Background: an optimization exercise with open tools, aiming at small area, a short achievable clock period and few clock cycles per item. Do not read the settings as production practice.
In this exercise RTL edits were held to simulation tests only and were not proved equivalent to the original.
Power is estimated from default activity; no workload was simulated.

**flow/design.v**
```verilog
`timescale 1ns/1ps
module CHIP(CLK, RESET, ENABLE, DATA_IN, DATA_OUT, READY);
input           CLK;
input           RESET;
input           ENABLE;
input   [7:0]   DATA_IN;
output  [7:0]   DATA_OUT;
output          READY;
reg     [7:0]   DATA_OUT;
reg             READY;
reg     [4:0]   ph;
reg             stp;         
reg             st6;         
reg     [63:0]  A;
reg     [7:0]   bb;          
reg     [3:0]   eblo;        
reg             prevb;       
reg     [53:0]  S;
reg     [53:0]  C;
reg     [7:0]   S_lo;
reg     [7:0]   C_lo;
reg             rcar;
reg             sticky;
reg     [7:0]   prev;
reg             p105;
reg     [10:0]  E;
reg             zf;
reg             nanf;
reg             sgn;
reg             fbnz;
reg             cy;
reg     [4:0]   ph_n;
always @(*) begin
    if (ph == 5'd0) ph_n = ENABLE ? 5'd1 : 5'd0;
    else if (ph == 5'd25) ph_n = 5'd0;
    else ph_n = ph + 5'd1;
end
always @(posedge CLK or posedge RESET) begin
    if (RESET) begin
        ph <= 5'd0;
        READY <= 1'b0;
    end else begin
        ph <= ph_n;
        READY <= (ph >= 5'd17) && (ph <= 5'd24);
    end
end
always @(posedge CLK) begin
    stp <= (ph_n >= 5'd9) && (ph_n <= 5'd15);
    st6 <= (ph_n == 5'd15);
end
always @(posedge CLK) begin
    if (ENABLE && ph[4:3] == 2'b00) A <= {DATA_IN, A[63:8]};
    bb <= DATA_IN;
    eblo <= bb[7:4];
    prevb <= stp & ~st6 & bb[7];
end
wire [7:0]  m   = stp ? (st6 ? {4'b0001, bb[3:0]} : bb) : 8'd0;
wire [8:0]  mx  = {m, prevb};
wire [54:0] am  = {1'b0, 1'b1, A[51:0], 1'b0};    
reg  [3:0]  one, two, neg;
integer k;
always @(*) begin
    for (k = 0; k < 4; k = k + 1) begin
        one[k] = mx[2*k+1] ^ mx[2*k];
        two[k] = (mx[2*k+2] & ~mx[2*k+1] & ~mx[2*k]) | (~mx[2*k+2] & mx[2*k+1] & mx[2*k]);
        neg[k] = mx[2*k+2] & ~(mx[2*k+1] & mx[2*k]);
    end
end
wire [3:0]  bias = {4{stp}} & ~neg;
wire [51:0] kc = 52'hAAAAAAAAAAAAB;
wire [53:0] x0 = (({54{one[0]}} & am[54:1]) | ({54{two[0]}} & am[53:0])) ^ {54{neg[0]}};
wire [53:0] x1 = (({54{one[1]}} & am[54:1]) | ({54{two[1]}} & am[53:0])) ^ {54{neg[1]}};
wire [53:0] x2 = (({54{one[2]}} & am[54:1]) | ({54{two[2]}} & am[53:0])) ^ {54{neg[2]}};
wire [53:0] x3 = ((({54{one[3]}} & am[54:1]) | ({54{two[3]}} & am[53:0])) ^ {54{neg[3]}})
                 | {2'b00, {52{st6}} & kc};
wire [61:0] Sn, Cn;
wire s1, c2, s3, c4, s5, c6, s7, c8, s9, c10, s11, c12, s13, c14, s15, c16, s17, c18, s19, c20, s21, c22, s23, c24, s25, c26, s27, c28, s29, c30, s31, c32, s33, c34, s35, c36, s37, c38, s39, c40, s41, c42, s43, c44, s45, c46, s47, c48, s49, c50, s51, c52, s53, c54, s55, c56, s57, c58, s59, c60, s61, c62, s63, c64, s65, c66, s67, c68, s69, c70, s71, c72, s73, c74, s75, c76, s77, c78, s79, c80, s81, c82, s83, c84, s85, c86, s87, c88, s89, c90, s91, c92, s93, c94, s95, c96, s97, c98, s99, c100, s101, c102, s103, c104, s105, c106, s107, c108, s109, c110, s111, c112, s113, c114, s115, c116, s117, c118, s119, c120, s121, c122, s123, c124, s125, c126, s127, c128, s129, c130, s131, c132, s133, c134, s135, c136, s137, c138, s139, c140, s141, c142, s143, c144, s145, c146, s147, c148, s149, c150, s151, c152, s153, c154, s155, c156, s157, c158, s159, c160, s161, c162, s163, c164, s165, c166, s167, c168, s169, c170, s171, c172, s173, c174, s175, c176, s177, c178, s179, c180, s181, c182, s183, c184, s185, c186, s187, c188, s189, c190, s191, c192, s193, c194, s195, c196, s197, c198, s199, c200, s201, c202, s203, c204, s205, c206, s207, c208, s209, c210, s211, c212, s213, c214, s215, c216, s217, c218, s219, c220, s221, c222, s223, c224, s225, c226, s227, c228, s229, c230, s231, c232, s233, c234, s235, c236, s237, c238, s239, c240, s241, c242, s243, c244, s245, c246, s247, c248, s249, c250, s251, c252, s253, c254, s255, c256, s257, c258, s259, c260, s261, c262, s263, c264, s265, c266, s267, c268, s269, c270, s271, c272, s273, c274, s275, c276, s277, c278, s279, c280, s281, c282, s283, c284, s285, c286, s287, c288, s289, c290, s291, c292, s293, c294, s295, c296, s297, c298, s299, c300, s301, c302, s303, c304, s305, c306, s307, c308, s309, c310, s311, c312, s313, c314, s315, c316, s317, c318, s319, c320, s321, c322, s323, c324, s325, c326, s327, c328, s329, c330, s331, c332, s333, c334, s335, c336, s337, c338, s339, c340, s341, c342, s343, c344, s345, c346, s347, c348, s349, c350, s351, c352, s353, c354, s355, c356, s357, c358, s359, c360, s361, c362, s363, c364, s365, c366, s367, c368, s369, c370, s371, c372, s373, c374, s375, c376, s377, c378, s379, c380, s381, c382, s383, c384, s385, c386, s387, c388, s389, c390, s391, c392, s393, c394, s395, c396, s397, c398, s399, c400, s401, c402, s403, c404, s405, c406, s407, c408, s409, c410, s411, c412, s413, c414, s415, c416, s417, c418, s419, c420, s421, c422, s423, c424, s425, c426;
assign s1 = S[0] ^ C[0] ^ neg[0];
assign c2 = (S[0] & C[0]) | (S[0] & neg[0]) | (C[0] & neg[0]);
assign s3 = S[1] ^ C[1] ^ x0[1];
assign c4 = (S[1] & C[1]) | (S[1] & x0[1]) | (C[1] & x0[1]);
assign s5 = S[2] ^ C[2] ^ neg[1];
assign c6 = (S[2] & C[2]) | (S[2] & neg[1]) | (C[2] & neg[1]);
assign s7 = x0[2] ^ x1[0] ^ s5;
assign c8 = (x0[2] & x1[0]) | (x0[2] & s5) | (x1[0] & s5);
assign s9 = S[3] ^ C[3] ^ x0[3];
assign c10 = (S[3] & C[3]) | (S[3] & x0[3]) | (C[3] & x0[3]);
assign s11 = x1[1] ^ c6 ^ s9;
assign c12 = (x1[1] & c6) | (x1[1] & s9) | (c6 & s9);
assign s13 = S[4] ^ C[4] ^ neg[2];
assign c14 = (S[4] & C[4]) | (S[4] & neg[2]) | (C[4] & neg[2]);
assign s15 = x0[4] ^ x1[2] ^ x2[0];
assign c16 = (x0[4] & x1[2]) | (x0[4] & x2[0]) | (x1[2] & x2[0]);
assign s17 = s13 ^ c10 ^ s15;
assign c18 = (s13 & c10) | (s13 & s15) | (c10 & s15);
assign s19 = S[5] ^ C[5] ^ x0[5];
assign c20 = (S[5] & C[5]) | (S[5] & x0[5]) | (C[5] & x0[5]);
assign s21 = x1[3] ^ x2[1] ^ c14;
assign c22 = (x1[3] & x2[1]) | (x1[3] & c14) | (x2[1] & c14);
assign s23 = c16 ^ s19 ^ s21;
assign c24 = (c16 & s19) | (c16 & s21) | (s19 & s21);
assign s25 = S[6] ^ C[6] ^ neg[3];
assign c26 = (S[6] & C[6]) | (S[6] & neg[3]) | (C[6] & neg[3]);
assign s27 = x0[6] ^ x1[4] ^ x2[2];
assign c28 = (x0[6] & x1[4]) | (x0[6] & x2[2]) | (x1[4] & x2[2]);
assign s29 = x3[0] ^ s25 ^ c20;
assign c30 = (x3[0] & s25) | (x3[0] & c20) | (s25 & c20);
assign s31 = s27 ^ c22 ^ s29;
assign c32 = (s27 & c22) | (s27 & s29) | (c22 & s29);
assign s33 = S[7] ^ C[7] ^ x0[7];
assign c34 = (S[7] & C[7]) | (S[7] & x0[7]) | (C[7] & x0[7]);
assign s35 = x1[5] ^ x2[3] ^ x3[1];
assign c36 = (x1[5] & x2[3]) | (x1[5] & x3[1]) | (x2[3] & x3[1]);
assign s37 = c26 ^ c28 ^ s33;
assign c38 = (c26 & c28) | (c26 & s33) | (c28 & s33);
assign s39 = s35 ^ c30 ^ s37;
assign c40 = (s35 & c30) | (s35 & s37) | (c30 & s37);
assign s41 = S[8] ^ C[8] ^ x0[8];
assign c42 = (S[8] & C[8]) | (S[8] & x0[8]) | (C[8] & x0[8]);
assign s43 = x1[6] ^ x2[4] ^ x3[2];
assign c44 = (x1[6] & x2[4]) | (x1[6] & x3[2]) | (x2[4] & x3[2]);
assign s45 = c34 ^ c36 ^ s41;
assign c46 = (c34 & c36) | (c34 & s41) | (c36 & s41);
assign s47 = s43 ^ c38 ^ s45;
assign c48 = (s43 & c38) | (s43 & s45) | (c38 & s45);
assign s49 = S[9] ^ C[9] ^ x0[9];
assign c50 = (S[9] & C[9]) | (S[9] & x0[9]) | (C[9] & x0[9]);
assign s51 = x1[7] ^ x2[5] ^ x3[3];
assign c52 = (x1[7] & x2[5]) | (x1[7] & x3[3]) | (x2[5] & x3[3]);
assign s53 = c42 ^ c44 ^ s49;
assign c54 = (c42 & c44) | (c42 & s49) | (c44 & s49);
assign s55 = s51 ^ c46 ^ s53;
assign c56 = (s51 & c46) | (s51 & s53) | (c46 & s53);
assign s57 = S[10] ^ C[10] ^ x0[10];
assign c58 = (S[10] & C[10]) | (S[10] & x0[10]) | (C[10] & x0[10]);
assign s59 = x1[8] ^ x2[6] ^ x3[4];
assign c60 = (x1[8] & x2[6]) | (x1[8] & x3[4]) | (x2[6] & x3[4]);
assign s61 = c50 ^ c52 ^ s57;
assign c62 = (c50 & c52) | (c50 & s57) | (c52 & s57);
assign s63 = s59 ^ c54 ^ s61;
assign c64 = (s59 & c54) | (s59 & s61) | (c54 & s61);
assign s65 = S[11] ^ C[11] ^ x0[11];
assign c66 = (S[11] & C[11]) | (S[11] & x0[11]) | (C[11] & x0[11]);
assign s67 = x1[9] ^ x2[7] ^ x3[5];
assign c68 = (x1[9] & x2[7]) | (x1[9] & x3[5]) | (x2[7] & x3[5]);
assign s69 = c58 ^ c60 ^ s65;
assign c70 = (c58 & c60) | (c58 & s65) | (c60 & s65);
assign s71 = s67 ^ c62 ^ s69;
assign c72 = (s67 & c62) | (s67 & s69) | (c62 & s69);
assign s73 = S[12] ^ C[12] ^ x0[12];
assign c74 = (S[12] & C[12]) | (S[12] & x0[12]) | (C[12] & x0[12]);
assign s75 = x1[10] ^ x2[8] ^ x3[6];
assign c76 = (x1[10] & x2[8]) | (x1[10] & x3[6]) | (x2[8] & x3[6]);
assign s77 = c66 ^ c68 ^ s73;
assign c78 = (c66 & c68) | (c66 & s73) | (c68 & s73);
assign s79 = s75 ^ c70 ^ s77;
assign c80 = (s75 & c70) | (s75 & s77) | (c70 & s77);
assign s81 = S[13] ^ C[13] ^ x0[13];
assign c82 = (S[13] & C[13]) | (S[13] & x0[13]) | (C[13] & x0[13]);
assign s83 = x1[11] ^ x2[9] ^ x3[7];
assign c84 = (x1[11] & x2[9]) | (x1[11] & x3[7]) | (x2[9] & x3[7]);
assign s85 = c74 ^ c76 ^ s81;
assign c86 = (c74 & c76) | (c74 & s81) | (c76 & s81);
assign s87 = s83 ^ c78 ^ s85;
assign c88 = (s83 & c78) | (s83 & s85) | (c78 & s85);
assign s89 = S[14] ^ C[14] ^ x0[14];
assign c90 = (S[14] & C[14]) | (S[14] & x0[14]) | (C[14] & x0[14]);
assign s91 = x1[12] ^ x2[10] ^ x3[8];
assign c92 = (x1[12] & x2[10]) | (x1[12] & x3[8]) | (x2[10] & x3[8]);
assign s93 = c82 ^ c84 ^ s89;
assign c94 = (c82 & c84) | (c82 & s89) | (c84 & s89);
assign s95 = s91 ^ c86 ^ s93;
assign c96 = (s91 & c86) | (s91 & s93) | (c86 & s93);
assign s97 = S[15] ^ C[15] ^ x0[15];
assign c98 = (S[15] & C[15]) | (S[15] & x0[15]) | (C[15] & x0[15]);
assign s99 = x1[13] ^ x2[11] ^ x3[9];
assign c100 = (x1[13] & x2[11]) | (x1[13] & x3[9]) | (x2[11] & x3[9]);
assign s101 = c90 ^ c92 ^ s97;
assign c102 = (c90 & c92) | (c90 & s97) | (c92 & s97);
assign s103 = s99 ^ c94 ^ s101;
assign c104 = (s99 & c94) | (s99 & s101) | (c94 & s101);
assign s105 = S[16] ^ C[16] ^ x0[16];
assign c106 = (S[16] & C[16]) | (S[16] & x0[16]) | (C[16] & x0[16]);
assign s107 = x1[14] ^ x2[12] ^ x3[10];
assign c108 = (x1[14] & x2[12]) | (x1[14] & x3[10]) | (x2[12] & x3[10]);
assign s109 = c98 ^ c100 ^ s105;
assign c110 = (c98 & c100) | (c98 & s105) | (c100 & s105);
assign s111 = s107 ^ c102 ^ s109;
assign c112 = (s107 & c102) | (s107 & s109) | (c102 & s109);
assign s113 = S[17] ^ C[17] ^ x0[17];
assign c114 = (S[17] & C[17]) | (S[17] & x0[17]) | (C[17] & x0[17]);
assign s115 = x1[15] ^ x2[13] ^ x3[11];
assign c116 = (x1[15] & x2[13]) | (x1[15] & x3[11]) | (x2[13] & x3[11]);
assign s117 = c106 ^ c108 ^ s113;
assign c118 = (c106 & c108) | (c106 & s113) | (c108 & s113);
assign s119 = s115 ^ c110 ^ s117;
assign c120 = (s115 & c110) | (s115 & s117) | (c110 & s117);
assign s121 = S[18] ^ C[18] ^ x0[18];
assign c122 = (S[18] & C[18]) | (S[18] & x0[18]) | (C[18] & x0[18]);
assign s123 = x1[16] ^ x2[14] ^ x3[12];
assign c124 = (x1[16] & x2[14]) | (x1[16] & x3[12]) | (x2[14] & x3[12]);
assign s125 = c114 ^ c116 ^ s121;
assign c126 = (c114 & c116) | (c114 & s121) | (c116 & s121);
assign s127 = s123 ^ c118 ^ s125;
assign c128 = (s123 & c118) | (s123 & s125) | (c118 & s125);
assign s129 = S[19] ^ C[19] ^ x0[19];
assign c130 = (S[19] & C[19]) | (S[19] & x0[19]) | (C[19] & x0[19]);
assign s131 = x1[17] ^ x2[15] ^ x3[13];
assign c132 = (x1[17] & x2[15]) | (x1[17] & x3[13]) | (x2[15] & x3[13]);
assign s133 = c122 ^ c124 ^ s129;
assign c134 = (c122 & c124) | (c122 & s129) | (c124 & s129);
assign s135 = s131 ^ c126 ^ s133;
assign c136 = (s131 & c126) | (s131 & s133) | (c126 & s133);
assign s137 = S[20] ^ C[20] ^ x0[20];
assign c138 = (S[20] & C[20]) | (S[20] & x0[20]) | (C[20] & x0[20]);
assign s139 = x1[18] ^ x2[16] ^ x3[14];
assign c140 = (x1[18] & x2[16]) | (x1[18] & x3[14]) | (x2[16] & x3[14]);
assign s141 = c130 ^ c132 ^ s137;
assign c142 = (c130 & c132) | (c130 & s137) | (c132 & s137);
assign s143 = s139 ^ c134 ^ s141;
assign c144 = (s139 & c134) | (s139 & s141) | (c134 & s141);
assign s145 = S[21] ^ C[21] ^ x0[21];
assign c146 = (S[21] & C[21]) | (S[21] & x0[21]) | (C[21] & x0[21]);
assign s147 = x1[19] ^ x2[17] ^ x3[15];
assign c148 = (x1[19] & x2[17]) | (x1[19] & x3[15]) | (x2[17] & x3[15]);
assign s149 = c138 ^ c140 ^ s145;
assign c150 = (c138 & c140) | (c138 & s145) | (c140 & s145);
assign s151 = s147 ^ c142 ^ s149;
assign c152 = (s147 & c142) | (s147 & s149) | (c142 & s149);
assign s153 = S[22] ^ C[22] ^ x0[22];
assign c154 = (S[22] & C[22]) | (S[22] & x0[22]) | (C[22] & x0[22]);
assign s155 = x1[20] ^ x2[18] ^ x3[16];
assign c156 = (x1[20] & x2[18]) | (x1[20] & x3[16]) | (x2[18] & x3[16]);
assign s157 = c146 ^ c148 ^ s153;
assign c158 = (c146 & c148) | (c146 & s153) | (c148 & s153);
assign s159 = s155 ^ c150 ^ s157;
assign c160 = (s155 & c150) | (s155 & s157) | (c150 & s157);
assign s161 = S[23] ^ C[23] ^ x0[23];
assign c162 = (S[23] & C[23]) | (S[23] & x0[23]) | (C[23] & x0[23]);
assign s163 = x1[21] ^ x2[19] ^ x3[17];
assign c164 = (x1[21] & x2[19]) | (x1[21] & x3[17]) | (x2[19] & x3[17]);
assign s165 = c154 ^ c156 ^ s161;
assign c166 = (c154 & c156) | (c154 & s161) | (c156 & s161);
assign s167 = s163 ^ c158 ^ s165;
assign c168 = (s163 & c158) | (s163 & s165) | (c158 & s165);
assign s169 = S[24] ^ C[24] ^ x0[24];
assign c170 = (S[24] & C[24]) | (S[24] & x0[24]) | (C[24] & x0[24]);
assign s171 = x1[22] ^ x2[20] ^ x3[18];
assign c172 = (x1[22] & x2[20]) | (x1[22] & x3[18]) | (x2[20] & x3[18]);
assign s173 = c162 ^ c164 ^ s169;
assign c174 = (c162 & c164) | (c162 & s169) | (c164 & s169);
assign s175 = s171 ^ c166 ^ s173;
assign c176 = (s171 & c166) | (s171 & s173) | (c166 & s173);
assign s177 = S[25] ^ C[25] ^ x0[25];
assign c178 = (S[25] & C[25]) | (S[25] & x0[25]) | (C[25] & x0[25]);
assign s179 = x1[23] ^ x2[21] ^ x3[19];
assign c180 = (x1[23] & x2[21]) | (x1[23] & x3[19]) | (x2[21] & x3[19]);
assign s181 = c170 ^ c172 ^ s177;
assign c182 = (c170 & c172) | (c170 & s177) | (c172 & s177);
assign s183 = s179 ^ c174 ^ s181;
assign c184 = (s179 & c174) | (s179 & s181) | (c174 & s181);
assign s185 = S[26] ^ C[26] ^ x0[26];
assign c186 = (S[26] & C[26]) | (S[26] & x0[26]) | (C[26] & x0[26]);
assign s187 = x1[24] ^ x2[22] ^ x3[20];
assign c188 = (x1[24] & x2[22]) | (x1[24] & x3[20]) | (x2[22] & x3[20]);
assign s189 = c178 ^ c180 ^ s185;
assign c190 = (c178 & c180) | (c178 & s185) | (c180 & s185);
assign s191 = s187 ^ c182 ^ s189;
assign c192 = (s187 & c182) | (s187 & s189) | (c182 & s189);
assign s193 = S[27] ^ C[27] ^ x0[27];
assign c194 = (S[27] & C[27]) | (S[27] & x0[27]) | (C[27] & x0[27]);
assign s195 = x1[25] ^ x2[23] ^ x3[21];
assign c196 = (x1[25] & x2[23]) | (x1[25] & x3[21]) | (x2[23] & x3[21]);
assign s197 = c186 ^ c188 ^ s193;
assign c198 = (c186 & c188) | (c186 & s193) | (c188 & s193);
assign s199 = s195 ^ c190 ^ s197;
assign c200 = (s195 & c190) | (s195 & s197) | (c190 & s197);
assign s201 = S[28] ^ C[28] ^ x0[28];
assign c202 = (S[28] & C[28]) | (S[28] & x0[28]) | (C[28] & x0[28]);
assign s203 = x1[26] ^ x2[24] ^ x3[22];
assign c204 = (x1[26] & x2[24]) | (x1[26] & x3[22]) | (x2[24] & x3[22]);
assign s205 = c194 ^ c196 ^ s201;
assign c206 = (c194 & c196) | (c194 & s201) | (c196 & s201);
assign s207 = s203 ^ c198 ^ s205;
assign c208 = (s203 & c198) | (s203 & s205) | (c198 & s205);
assign s209 = S[29] ^ C[29] ^ x0[29];
assign c210 = (S[29] & C[29]) | (S[29] & x0[29]) | (C[29] & x0[29]);
assign s211 = x1[27] ^ x2[25] ^ x3[23];
assign c212 = (x1[27] & x2[25]) | (x1[27] & x3[23]) | (x2[25] & x3[23]);
assign s213 = c202 ^ c204 ^ s209;
assign c214 = (c202 & c204) | (c202 & s209) | (c204 & s209);
assign s215 = s211 ^ c206 ^ s213;
assign c216 = (s211 & c206) | (s211 & s213) | (c206 & s213);
assign s217 = S[30] ^ C[30] ^ x0[30];
assign c218 = (S[30] & C[30]) | (S[30] & x0[30]) | (C[30] & x0[30]);
assign s219 = x1[28] ^ x2[26] ^ x3[24];
assign c220 = (x1[28] & x2[26]) | (x1[28] & x3[24]) | (x2[26] & x3[24]);
assign s221 = c210 ^ c212 ^ s217;
assign c222 = (c210 & c212) | (c210 & s217) | (c212 & s217);
assign s223 = s219 ^ c214 ^ s221;
assign c224 = (s219 & c214) | (s219 & s221) | (c214 & s221);
assign s225 = S[31] ^ C[31] ^ x0[31];
assign c226 = (S[31] & C[31]) | (S[31] & x0[31]) | (C[31] & x0[31]);
assign s227 = x1[29] ^ x2[27] ^ x3[25];
assign c228 = (x1[29] & x2[27]) | (x1[29] & x3[25]) | (x2[27] & x3[25]);
assign s229 = c218 ^ c220 ^ s225;
assign c230 = (c218 & c220) | (c218 & s225) | (c220 & s225);
assign s231 = s227 ^ c222 ^ s229;
assign c232 = (s227 & c222) | (s227 & s229) | (c222 & s229);
assign s233 = S[32] ^ C[32] ^ x0[32];
assign c234 = (S[32] & C[32]) | (S[32] & x0[32]) | (C[32] & x0[32]);
assign s235 = x1[30] ^ x2[28] ^ x3[26];
assign c236 = (x1[30] & x2[28]) | (x1[30] & x3[26]) | (x2[28] & x3[26]);
assign s237 = c226 ^ c228 ^ s233;
assign c238 = (c226 & c228) | (c226 & s233) | (c228 & s233);
assign s239 = s235 ^ c230 ^ s237;
assign c240 = (s235 & c230) | (s235 & s237) | (c230 & s237);
assign s241 = S[33] ^ C[33] ^ x0[33];
assign c242 = (S[33] & C[33]) | (S[33] & x0[33]) | (C[33] & x0[33]);
assign s243 = x1[31] ^ x2[29] ^ x3[27];
assign c244 = (x1[31] & x2[29]) | (x1[31] & x3[27]) | (x2[29] & x3[27]);
assign s245 = c234 ^ c236 ^ s241;
assign c246 = (c234 & c236) | (c234 & s241) | (c236 & s241);
assign s247 = s243 ^ c238 ^ s245;
assign c248 = (s243 & c238) | (s243 & s245) | (c238 & s245);
assign s249 = S[34] ^ C[34] ^ x0[34];
assign c250 = (S[34] & C[34]) | (S[34] & x0[34]) | (C[34] & x0[34]);
assign s251 = x1[32] ^ x2[30] ^ x3[28];
assign c252 = (x1[32] & x2[30]) | (x1[32] & x3[28]) | (x2[30] & x3[28]);
assign s253 = c242 ^ c244 ^ s249;
assign c254 = (c242 & c244) | (c242 & s249) | (c244 & s249);
assign s255 = s251 ^ c246 ^ s253;
assign c256 = (s251 & c246) | (s251 & s253) | (c246 & s253);
assign s257 = S[35] ^ C[35] ^ x0[35];
assign c258 = (S[35] & C[35]) | (S[35] & x0[35]) | (C[35] & x0[35]);
assign s259 = x1[33] ^ x2[31] ^ x3[29];
assign c260 = (x1[33] & x2[31]) | (x1[33] & x3[29]) | (x2[31] & x3[29]);
assign s261 = c250 ^ c252 ^ s257;
assign c262 = (c250 & c252) | (c250 & s257) | (c252 & s257);
assign s263 = s259 ^ c254 ^ s261;
assign c264 = (s259 & c254) | (s259 & s261) | (c254 & s261);
assign s265 = S[36] ^ C[36] ^ x0[36];
assign c266 = (S[36] & C[36]) | (S[36] & x0[36]) | (C[36] & x0[36]);
assign s267 = x1[34] ^ x2[32] ^ x3[30];
assign c268 = (x1[34] & x2[32]) | (x1[34] & x3[30]) | (x2[32] & x3[30]);
assign s269 = c258 ^ c260 ^ s265;
assign c270 = (c258 & c260) | (c258 & s265) | (c260 & s265);
assign s271 = s267 ^ c262 ^ s269;
assign c272 = (s267 & c262) | (s267 & s269) | (c262 & s269);
assign s273 = S[37] ^ C[37] ^ x0[37];
assign c274 = (S[37] & C[37]) | (S[37] & x0[37]) | (C[37] & x0[37]);
assign s275 = x1[35] ^ x2[33] ^ x3[31];
assign c276 = (x1[35] & x2[33]) | (x1[35] & x3[31]) | (x2[33] & x3[31]);
assign s277 = c266 ^ c268 ^ s273;
assign c278 = (c266 & c268) | (c266 & s273) | (c268 & s273);
assign s279 = s275 ^ c270 ^ s277;
assign c280 = (s275 & c270) | (s275 & s277) | (c270 & s277);
assign s281 = S[38] ^ C[38] ^ x0[38];
assign c282 = (S[38] & C[38]) | (S[38] & x0[38]) | (C[38] & x0[38]);
assign s283 = x1[36] ^ x2[34] ^ x3[32];
assign c284 = (x1[36] & x2[34]) | (x1[36] & x3[32]) | (x2[34] & x3[32]);
assign s285 = c274 ^ c276 ^ s281;
assign c286 = (c274 & c276) | (c274 & s281) | (c276 & s281);
assign s287 = s283 ^ c278 ^ s285;
assign c288 = (s283 & c278) | (s283 & s285) | (c278 & s285);
assign s289 = S[39] ^ C[39] ^ x0[39];
assign c290 = (S[39] & C[39]) | (S[39] & x0[39]) | (C[39] & x0[39]);
assign s291 = x1[37] ^ x2[35] ^ x3[33];
assign c292 = (x1[37] & x2[35]) | (x1[37] & x3[33]) | (x2[35] & x3[33]);
assign s293 = c282 ^ c284 ^ s289;
assign c294 = (c282 & c284) | (c282 & s289) | (c284 & s289);
assign s295 = s291 ^ c286 ^ s293;
assign c296 = (s291 & c286) | (s291 & s293) | (c286 & s293);
assign s297 = S[40] ^ C[40] ^ x0[40];
assign c298 = (S[40] & C[40]) | (S[40] & x0[40]) | (C[40] & x0[40]);
assign s299 = x1[38] ^ x2[36] ^ x3[34];
assign c300 = (x1[38] & x2[36]) | (x1[38] & x3[34]) | (x2[36] & x3[34]);
assign s301 = c290 ^ c292 ^ s297;
assign c302 = (c290 & c292) | (c290 & s297) | (c292 & s297);
assign s303 = s299 ^ c294 ^ s301;
assign c304 = (s299 & c294) | (s299 & s301) | (c294 & s301);
assign s305 = S[41] ^ C[41] ^ x0[41];
assign c306 = (S[41] & C[41]) | (S[41] & x0[41]) | (C[41] & x0[41]);
assign s307 = x1[39] ^ x2[37] ^ x3[35];
assign c308 = (x1[39] & x2[37]) | (x1[39] & x3[35]) | (x2[37] & x3[35]);
assign s309 = c298 ^ c300 ^ s305;
assign c310 = (c298 & c300) | (c298 & s305) | (c300 & s305);
assign s311 = s307 ^ c302 ^ s309;
assign c312 = (s307 & c302) | (s307 & s309) | (c302 & s309);
assign s313 = S[42] ^ C[42] ^ x0[42];
assign c314 = (S[42] & C[42]) | (S[42] & x0[42]) | (C[42] & x0[42]);
assign s315 = x1[40] ^ x2[38] ^ x3[36];
assign c316 = (x1[40] & x2[38]) | (x1[40] & x3[36]) | (x2[38] & x3[36]);
assign s317 = c306 ^ c308 ^ s313;
assign c318 = (c306 & c308) | (c306 & s313) | (c308 & s313);
assign s319 = s315 ^ c310 ^ s317;
assign c320 = (s315 & c310) | (s315 & s317) | (c310 & s317);
assign s321 = S[43] ^ C[43] ^ x0[43];
assign c322 = (S[43] & C[43]) | (S[43] & x0[43]) | (C[43] & x0[43]);
assign s323 = x1[41] ^ x2[39] ^ x3[37];
assign c324 = (x1[41] & x2[39]) | (x1[41] & x3[37]) | (x2[39] & x3[37]);
assign s325 = c314 ^ c316 ^ s321;
assign c326 = (c314 & c316) | (c314 & s321) | (c316 & s321);
assign s327 = s323 ^ c318 ^ s325;
assign c328 = (s323 & c318) | (s323 & s325) | (c318 & s325);
assign s329 = S[44] ^ C[44] ^ x0[44];
assign c330 = (S[44] & C[44]) | (S[44] & x0[44]) | (C[44] & x0[44]);
assign s331 = x1[42] ^ x2[40] ^ x3[38];
assign c332 = (x1[42] & x2[40]) | (x1[42] & x3[38]) | (x2[40] & x3[38]);
assign s333 = c322 ^ c324 ^ s329;
assign c334 = (c322 & c324) | (c322 & s329) | (c324 & s329);
assign s335 = s331 ^ c326 ^ s333;
assign c336 = (s331 & c326) | (s331 & s333) | (c326 & s333);
assign s337 = S[45] ^ C[45] ^ x0[45];
assign c338 = (S[45] & C[45]) | (S[45] & x0[45]) | (C[45] & x0[45]);
assign s339 = x1[43] ^ x2[41] ^ x3[39];
assign c340 = (x1[43] & x2[41]) | (x1[43] & x3[39]) | (x2[41] & x3[39]);
assign s341 = c330 ^ c332 ^ s337;
assign c342 = (c330 & c332) | (c330 & s337) | (c332 & s337);
assign s343 = s339 ^ c334 ^ s341;
assign c344 = (s339 & c334) | (s339 & s341) | (c334 & s341);
assign s345 = S[46] ^ C[46] ^ x0[46];
assign c346 = (S[46] & C[46]) | (S[46] & x0[46]) | (C[46] & x0[46]);
assign s347 = x1[44] ^ x2[42] ^ x3[40];
assign c348 = (x1[44] & x2[42]) | (x1[44] & x3[40]) | (x2[42] & x3[40]);
assign s349 = c338 ^ c340 ^ s345;
assign c350 = (c338 & c340) | (c338 & s345) | (c340 & s345);
assign s351 = s347 ^ c342 ^ s349;
assign c352 = (s347 & c342) | (s347 & s349) | (c342 & s349);
assign s353 = S[47] ^ C[47] ^ x0[47];
assign c354 = (S[47] & C[47]) | (S[47] & x0[47]) | (C[47] & x0[47]);
assign s355 = x1[45] ^ x2[43] ^ x3[41];
assign c356 = (x1[45] & x2[43]) | (x1[45] & x3[41]) | (x2[43] & x3[41]);
assign s357 = c346 ^ c348 ^ s353;
assign c358 = (c346 & c348) | (c346 & s353) | (c348 & s353);
assign s359 = s355 ^ c350 ^ s357;
assign c360 = (s355 & c350) | (s355 & s357) | (c350 & s357);
assign s361 = S[48] ^ C[48] ^ x0[48];
assign c362 = (S[48] & C[48]) | (S[48] & x0[48]) | (C[48] & x0[48]);
assign s363 = x1[46] ^ x2[44] ^ x3[42];
assign c364 = (x1[46] & x2[44]) | (x1[46] & x3[42]) | (x2[44] & x3[42]);
assign s365 = c354 ^ c356 ^ s361;
assign c366 = (c354 & c356) | (c354 & s361) | (c356 & s361);
assign s367 = s363 ^ c358 ^ s365;
assign c368 = (s363 & c358) | (s363 & s365) | (c358 & s365);
assign s369 = S[49] ^ C[49] ^ x0[49];
assign c370 = (S[49] & C[49]) | (S[49] & x0[49]) | (C[49] & x0[49]);
assign s371 = x1[47] ^ x2[45] ^ x3[43];
assign c372 = (x1[47] & x2[45]) | (x1[47] & x3[43]) | (x2[45] & x3[43]);
assign s373 = c362 ^ c364 ^ s369;
assign c374 = (c362 & c364) | (c362 & s369) | (c364 & s369);
assign s375 = s371 ^ c366 ^ s373;
assign c376 = (s371 & c366) | (s371 & s373) | (c366 & s373);
assign s377 = S[50] ^ C[50] ^ x0[50];
assign c378 = (S[50] & C[50]) | (S[50] & x0[50]) | (C[50] & x0[50]);
assign s379 = x1[48] ^ x2[46] ^ x3[44];
assign c380 = (x1[48] & x2[46]) | (x1[48] & x3[44]) | (x2[46] & x3[44]);
assign s381 = c370 ^ c372 ^ s377;
assign c382 = (c370 & c372) | (c370 & s377) | (c372 & s377);
assign s383 = s379 ^ c374 ^ s381;
assign c384 = (s379 & c374) | (s379 & s381) | (c374 & s381);
assign s385 = S[51] ^ C[51] ^ x0[51];
assign c386 = (S[51] & C[51]) | (S[51] & x0[51]) | (C[51] & x0[51]);
assign s387 = x1[49] ^ x2[47] ^ x3[45];
assign c388 = (x1[49] & x2[47]) | (x1[49] & x3[45]) | (x2[47] & x3[45]);
assign s389 = c378 ^ c380 ^ s385;
assign c390 = (c378 & c380) | (c378 & s385) | (c380 & s385);
assign s391 = s387 ^ c382 ^ s389;
assign c392 = (s387 & c382) | (s387 & s389) | (c382 & s389);
assign s393 = S[52] ^ C[52] ^ x0[52];
assign c394 = (S[52] & C[52]) | (S[52] & x0[52]) | (C[52] & x0[52]);
assign s395 = x1[50] ^ x2[48] ^ x3[46];
assign c396 = (x1[50] & x2[48]) | (x1[50] & x3[46]) | (x2[48] & x3[46]);
assign s397 = c386 ^ c388 ^ s393;
assign c398 = (c386 & c388) | (c386 & s393) | (c388 & s393);
assign s399 = s395 ^ c390 ^ s397;
assign c400 = (s395 & c390) | (s395 & s397) | (c390 & s397);
assign s401 = S[53] ^ C[53] ^ x0[53];
assign c402 = (S[53] & C[53]) | (S[53] & x0[53]) | (C[53] & x0[53]);
assign s403 = x1[51] ^ x2[49] ^ x3[47];
assign c404 = (x1[51] & x2[49]) | (x1[51] & x3[47]) | (x2[49] & x3[47]);
assign s405 = c394 ^ c396 ^ s401;
assign c406 = (c394 & c396) | (c394 & s401) | (c396 & s401);
assign s407 = s403 ^ c398 ^ s405;
assign c408 = (s403 & c398) | (s403 & s405) | (c398 & s405);
assign s409 = bias[0] ^ x1[52] ^ x2[50];
assign c410 = (bias[0] & x1[52]) | (bias[0] & x2[50]) | (x1[52] & x2[50]);
assign s411 = x3[48] ^ c402 ^ c404;
assign c412 = (x3[48] & c402) | (x3[48] & c404) | (c402 & c404);
assign s413 = s409 ^ c406 ^ s411;
assign c414 = (s409 & c406) | (s409 & s411) | (c406 & s411);
assign s415 = x1[53] ^ x2[51] ^ x3[49];
assign c416 = (x1[53] & x2[51]) | (x1[53] & x3[49]) | (x2[51] & x3[49]);
assign s417 = c410 ^ s415 ^ c412;
assign c418 = (c410 & s415) | (c410 & c412) | (s415 & c412);
assign s419 = bias[1] ^ x2[52] ^ x3[50];
assign c420 = (bias[1] & x2[52]) | (bias[1] & x3[50]) | (x2[52] & x3[50]);
assign s421 = c416 ^ s419 ^ c418;
assign c422 = (c416 & s419) | (c416 & c418) | (s419 & c418);
assign s423 = x2[53] ^ x3[51] ^ c420;
assign c424 = (x2[53] & x3[51]) | (x2[53] & c420) | (x3[51] & c420);
assign s425 = bias[2] ^ x3[52] ^ c424;
assign c426 = (bias[2] & x3[52]) | (bias[2] & c424) | (x3[52] & c424);
assign Sn = {1'b0, bias[3], x3[53], s425, c422, s421, c414, c408, c400, c392, c384, c376, c368, c360, c352, c344, c336, c328, c320, c312, c304, c296, c288, c280, c272, c264, c256, c248, c240, c232, c224, c216, c208, c200, c192, c184, c176, c168, c160, c152, c144, c136, c128, c120, c112, c104, c96, c88, c80, c72, c64, c56, c48, c40, c32, c24, c18, c12, c8, c4, c2, x0[0]};
assign Cn = {1'b0, 1'b0, c426, 1'b0, s423, 1'b0, s417, s413, s407, s399, s391, s383, s375, s367, s359, s351, s343, s335, s327, s319, s311, s303, s295, s287, s279, s271, s263, s255, s247, s239, s231, s223, s215, s207, s199, s191, s183, s175, s167, s159, s151, s143, s135, s127, s119, s111, s103, s95, s87, s79, s71, s63, s55, s47, s39, s31, s23, s17, s11, s7, s3, s1};
always @(posedge CLK) begin
    S <= Sn[61:8];
    C <= Cn[61:8];
    S_lo <= Sn[7:0];
    C_lo <= Cn[7:0];
end
wire        rcin = rcar & (ph != 5'd10);
wire [8:0]  rsum = {1'b0, S_lo} + {1'b0, C_lo} + {8'd0, rcin};
wire [7:0]  res  = rsum[7:0];
wire        rco  = rsum[8];
always @(posedge CLK) begin
    rcar <= rco;
    prev <= res;
    if (ph >= 5'd10 && ph <= 5'd15)
        sticky <= ((ph == 5'd10) ? 1'b0 : sticky) | (|res);
end
wire [50:0] hsum = {S[49:0], rco} + {C[49:0], rco};
wire        fa0 = ~|A[51:0];
wire        aE  = &A[62:52];
wire        aZ  = ~|A[62:52] & fa0;
wire [10:0] eb  = {bb[6:0], eblo};
wire        bE  = &eb;
wire        bZ  = ~|eb & ~fbnz;
wire        sa  = A[63];
wire        sb  = bb[7];
wire        s_n = aE ? (fa0 ? sa : ((bE & fbnz) ? sb : sa ^ sb))
                : bE ? (fbnz ? sb : (fa0 ? 1'b1 : sa ^ sb))
                : sa ^ sb;
always @(posedge CLK) begin
    if (stp)
        fbnz <= ((ph == 5'd9) ? 1'b0 : fbnz) | (|(st6 ? {4'd0, bb[3:0]} : bb));
    if (ph == 5'd16) begin
        p105 <= hsum[50];
        zf   <= aE | bE | aZ | bZ;
        nanf <= (aE & fa0) | (bE & ~fbnz);
        sgn  <= s_n;
        E    <= (aE | bE) ? 11'h7ff : (aZ | bZ) ? 11'd0 : A[62:52] + eb + 11'd1025;
    end else if (ph == 5'd17) begin
        E    <= E + {10'd0, p105 & ~zf};
    end
end
wire        ru1 = prev[4] & (prev[3] | prev[2] | prev[1] | prev[0] | sticky | prev[5]);
wire        ru0 = prev[3] & (prev[2] | prev[1] | prev[0] | sticky | prev[4]);
wire        ru  = p105 ? ru1 : ru0;
wire [7:0]  win = p105 ? {res[4:0], prev[7:5]} : {res[3:0], prev[7:4]};
wire        cin = (ph == 5'd17) ? ru : cy;
wire [7:0]  inc = win + {7'd0, cin};
always @(posedge CLK) begin
    cy <= cin & (&win);
    if (ph == 5'd24)
        DATA_OUT <= {sgn, E[10:4]};
    else if (ph == 5'd23)
        DATA_OUT <= {E[3:0], zf ? {nanf, 3'b000} : inc[3:0]};
    else
        DATA_OUT <= zf ? 8'd0 : inc;
end
endmodule
```
**flow/run.sh**
```bash
#!/bin/bash
# synth_recipe.tcl (not shown) runs the flow's synth.tcl, then flattens the netlist and writes it again
# the make line also repeats each setting of config.mk as NAME=value (left out here)
make -C /OpenROAD-flow-scripts/flow DESIGN_CONFIG=/design/flow/config.mk WORK_HOME=/design/flow/orfs CLKGATE_MAP_FILE= SYNTH_SCRIPT=/design/flow/synth_recipe.tcl finish
```
**flow/config.mk**
```make
export PLATFORM = sky130hd
export DESIGN_NAME = CHIP
export DESIGN_NICKNAME = CHIP
export VERILOG_FILES = /design/flow/design.v
export SDC_FILE = /design/flow/constraint.sdc
export NUM_CORES = 4
export LEC_CHECK = 0
export CAP_MARGIN = 20
export CORE_MARGIN = 2
export CORE_UTILIZATION = 40
export SLEW_MARGIN = 20
```
**flow/constraint.sdc**
```tcl
create_clock -name core_clock -period 8.0 [get_ports {CLK}]
set_input_delay 1.6000 -clock core_clock [delete_from_list [all_inputs] [get_ports {CLK}]]
set_output_delay 1.6000 -clock core_clock [all_outputs]
set_load 0.01 [all_outputs]
```
==> run notes <==
layout by cell type (no fill, tap or decap), types with 5 or more instances in the layout:
cell type	n
o31ai_1	5
nand2_1	67
nor3_1	13
nor2b_1	12
buf_4	8
clkbuf_1	5
nand4_1	11
clkdlybuf4s50_1	19
o21ai_1	5
and2_1	11
and3_1	5
a22oi_1	205
o211ai_1	6
ha_1	89
nor4_1	20
dfxtp_1	152
inv_1	281
xor2_1	15
a21oi_1	53
fa_1	211
nor2_1	60
inv_2	5
xnor2_1	226
edfxtp_1	81
clkbuf_8	6
clkinv_2	7
dfrtp_1	6
nand3_1	22
o21a_1	7
o21ai_0	30
clkbuf_16	33
worst register-to-register path, delay by kind of cell (launching register included):
kind | cells | cell delay (ns)
AND/OR/NAND/NOR | 2 | 0.97
XOR/XNOR | 1 | 0.29
flip-flops | 1 | 0.57
adder cells (fa/ha/maj) | 4 | 1.41
buffers and inverters | 3 | 0.75
cell type report:
class	count	share of cell area (%)
Timing Repair Buffer	29	1.52
Clock inverter	10	0.460
Sequential cell	239	27.9
Multi-Input combinational cell	1154	56.4
Tap cell	600	3.73
Inverter	288	5.37
Clock buffer	44	4.60
worst max-delay path by stage:
stage               from    end  slack [ns]
floorplan            stp   C[0]        4.62
detailed placement   stp  C[35]        3.40
global placement     stp   C[3]        3.54
global route         stp  S[48]        3.64
CTS                  stp  C[37]        3.38
finish               stp  C[42]        3.88
kinds of logic (layout without fill, tap and decap cells):
logic type | count (synthesis) | in the layout | synth area share, %
AOI/OAI and AO/OA | 347 | 347 | 13.1
xor gates and xnor gates | 241 | 241 | 11.4
adders and majority gates | 302 | 302 | 28.9
buffers and inverters | 428 | 371 | 8.87
DFF | 239 | 239 | 30.3
muxes | 6 | 6 | 0.337
and+or+nand+nor | 258 | 258 | 7.21
report_power, final:
part	internal, mW	total, mW	switching [mW]
clock	0.833	1.39	0.552
sequential	1.90	2.37	0.469
combinational	2.45	5.93	3.47
registers in the layout, summed over array words and instances, names as in the netlist, 4 cells and up:
register	count
DATA_OUT	8
E	11
S	53
bb	8
ph	5
S_lo	8
C	50
prev	8
eblo	4
A	64
C_lo	8
cell usage after synthesis, drive strengths merged (6+ instances only):
cell type  instances
a21oi             53
a22oi            205
and2              14
buf               39
clkbuf           101
dfrtp              6
dfxtp            152
edfxtp            81
fa               211
ha                91
inv              286
nand2             67
nand2b             6
nand3             23
nand4             12
nor2              60
nor2b             13
nor3              13
nor4              24
o211ai             7
o21a               7
o21ai             35
xnor2            226
xor2              15
layer usage:
metal / vias up / wire length [um] / share of wire, %
li1: 5852 / - / -
met1: 6346 / 20700 / 45
met2: 437 / 21400 / 47
met3: 73 / 2750 / 6.0
met4: 0 / 1100 / 2.4
met5: - / 0 / 0
==> run notes <==
Status: timing/DRC/antenna clean
R2R cell count: 10
Area growth syn-to-layout: 8.39%
Critical Path RT: 8.44 ns
Setup tns final: 0 ns
R2R setup slack: 3.88 ns
LEAKAGE: 8.05 nW
Layout fillers: 4,228
Worst vdd ir: 0.328 mV
Ports: 20
Drt wl/cell: 19.4 um
Post-Syn Area: 18,600 um^2
Fin. Hold Viols: 0
Post-CTS setup buffer count: 0
Tot Pwr: 9.68 mW
Drt drc: 0
Post-Route WL: 46,000 um
Maximum capacitance violations: 0
DR vias: 12,700
Largest stage delay, worst path: 0.74 ns
Slew Viols, Final: 0
CP Depth: 10
CP Class: flip-flop to flip-flop
Period utilisation layout: 51.5%
Clk pin slew, worst setup/hold paths: 0.06 ns
Slowest CP cell: nand2b_4
Die Y: 220 um
Setup Skew: 0.0168 ns
H-tree depth: 1
HP Class: flip-flop to flip-flop
Area of the multi-input gates: 11,400 um^2
CTS Root Cell: clkbuf_16
RR Startpoint: stp
Yosys reg bits: 239
Global-route wire length before repair: 74,900 um
CP Cell Sequence: and2_1, ha_4, nand2b_4, clkinv_1, xnor2_1, ha_1, inv_1, fa_1, inv_1, fa_1
Syn. warnings: 1
Critical Path Fanout Max: 52
Slew @ Worst Pin: 1.09 ns
Inst Count DP: 2,309
Drt first pass iters: 5
Total track usage: 19.7%
Hold path startpoint: bb[7]
Worst-skew pair later-pin latency: 0.58 ns
# clock sinks: 239
Hold WS: 0.454 ns
CTS buffer count: 29
PD cells: 481 nW/um^2
Number of buffers inserted by hold repair at cts: 0
Synthesized area per cell: 10.2 um^2
Ys async rst share: 2.51%
Largest net degree at the start of global routing: 65
Longest Clk Path Bufs: 3
GR Layer Usage met3: 1.95%
Worst path buffer plus inverter count: 3
Die Area: 48,200 um^2
EDFF count, synth: 81
Starting Density: 40.8%
Synth area leader: fa_1
GR Util met2: 31.6%
Fin crit period: 4.12 ns
Die width: 220 um
Diode count: 0
Via density per instance: 5.38
Storage element area: 5630 um^2
Crit path DAT: 4.56 ns
Placed Area: 19,100 um^2
Final worst slack: 3.88 ns
Share of cells above drive strength 1: 5.16%
# resized after CTS: 0
RD Place Congestion: 0.827
Detailed Place HPWL: 32,500 um
WHS Endpoint: eblo[3]
Initial antenna violation count: 0
Dpl ws: 3.40 ns
RSZ-0062 raised after global routing: false
Core box area: 45,600 um^2
Synth top area share: 22.7%
CP startpoint kind: flip-flop
Syn nets: 2,134
First DRT Iteration DRCs: 983
Synth Flop Type: dfxtp_1
CTS tree: done
Hold Path Stages: 0
CP top delay family: adder cells
Count of cell types in the netlist: 68
Final Util: 44.2%
Core Rows: 78
Crit. End Element: flip-flop
FF-to-FF End: C[42]
Global route overflow: 0
Cell Count, Final, Fillers Out: 2,364
Fin nets: 2,054
Port bufs: 19
Antenna-violating nets left: 0
Number of global-route vias before repair: 13,400
GRT busiest layer: met2
M1 GR Usage: 28.2%
Final setup fails: 0
F_max: 243 MHz
Seq/Total Area, Yosys: 30.3%
Post-Synthesis Cells: 1,821
Synth area leaders: fa_1 (23%), dfxtp_1 (16%), edfxtp_1 (13%), xnor2_1 (11%), a22oi_1 (8.3%)
Max-slew headroom: 27.6%
Design area: 20,100 um^2
Testbench counts, summed over its fixed seeds: cycles 9,984, items 384.

## re-timing with driven ports
The flow's constraints put no driver on any port. The routed layout listed below was extracted and timed again, unchanged, in two steps. Step 1 sets driving cells, clkbuf_16 on the clock port and buf_2 on the other inputs (assumed; they add their load-dependent delay and slew). Step 2 times the ports against the registers' clock, not the clock port: input delays grow and output delays shrink by t, the midpoint of the rising clock arrivals with the driver on. Slacks: ideal / step 1 / step 2; pairs: ideal / step 1.
t, ns: 0.625
slack for setup (ns): 3.883 / 3.883 / 3.883
pins driven straight from the clock port: 1
After both steps setup and hold are still met in this run. For this run, drivers alone change the setup slack by 0.000 ns; drivers and shift together by 0.000 ns.
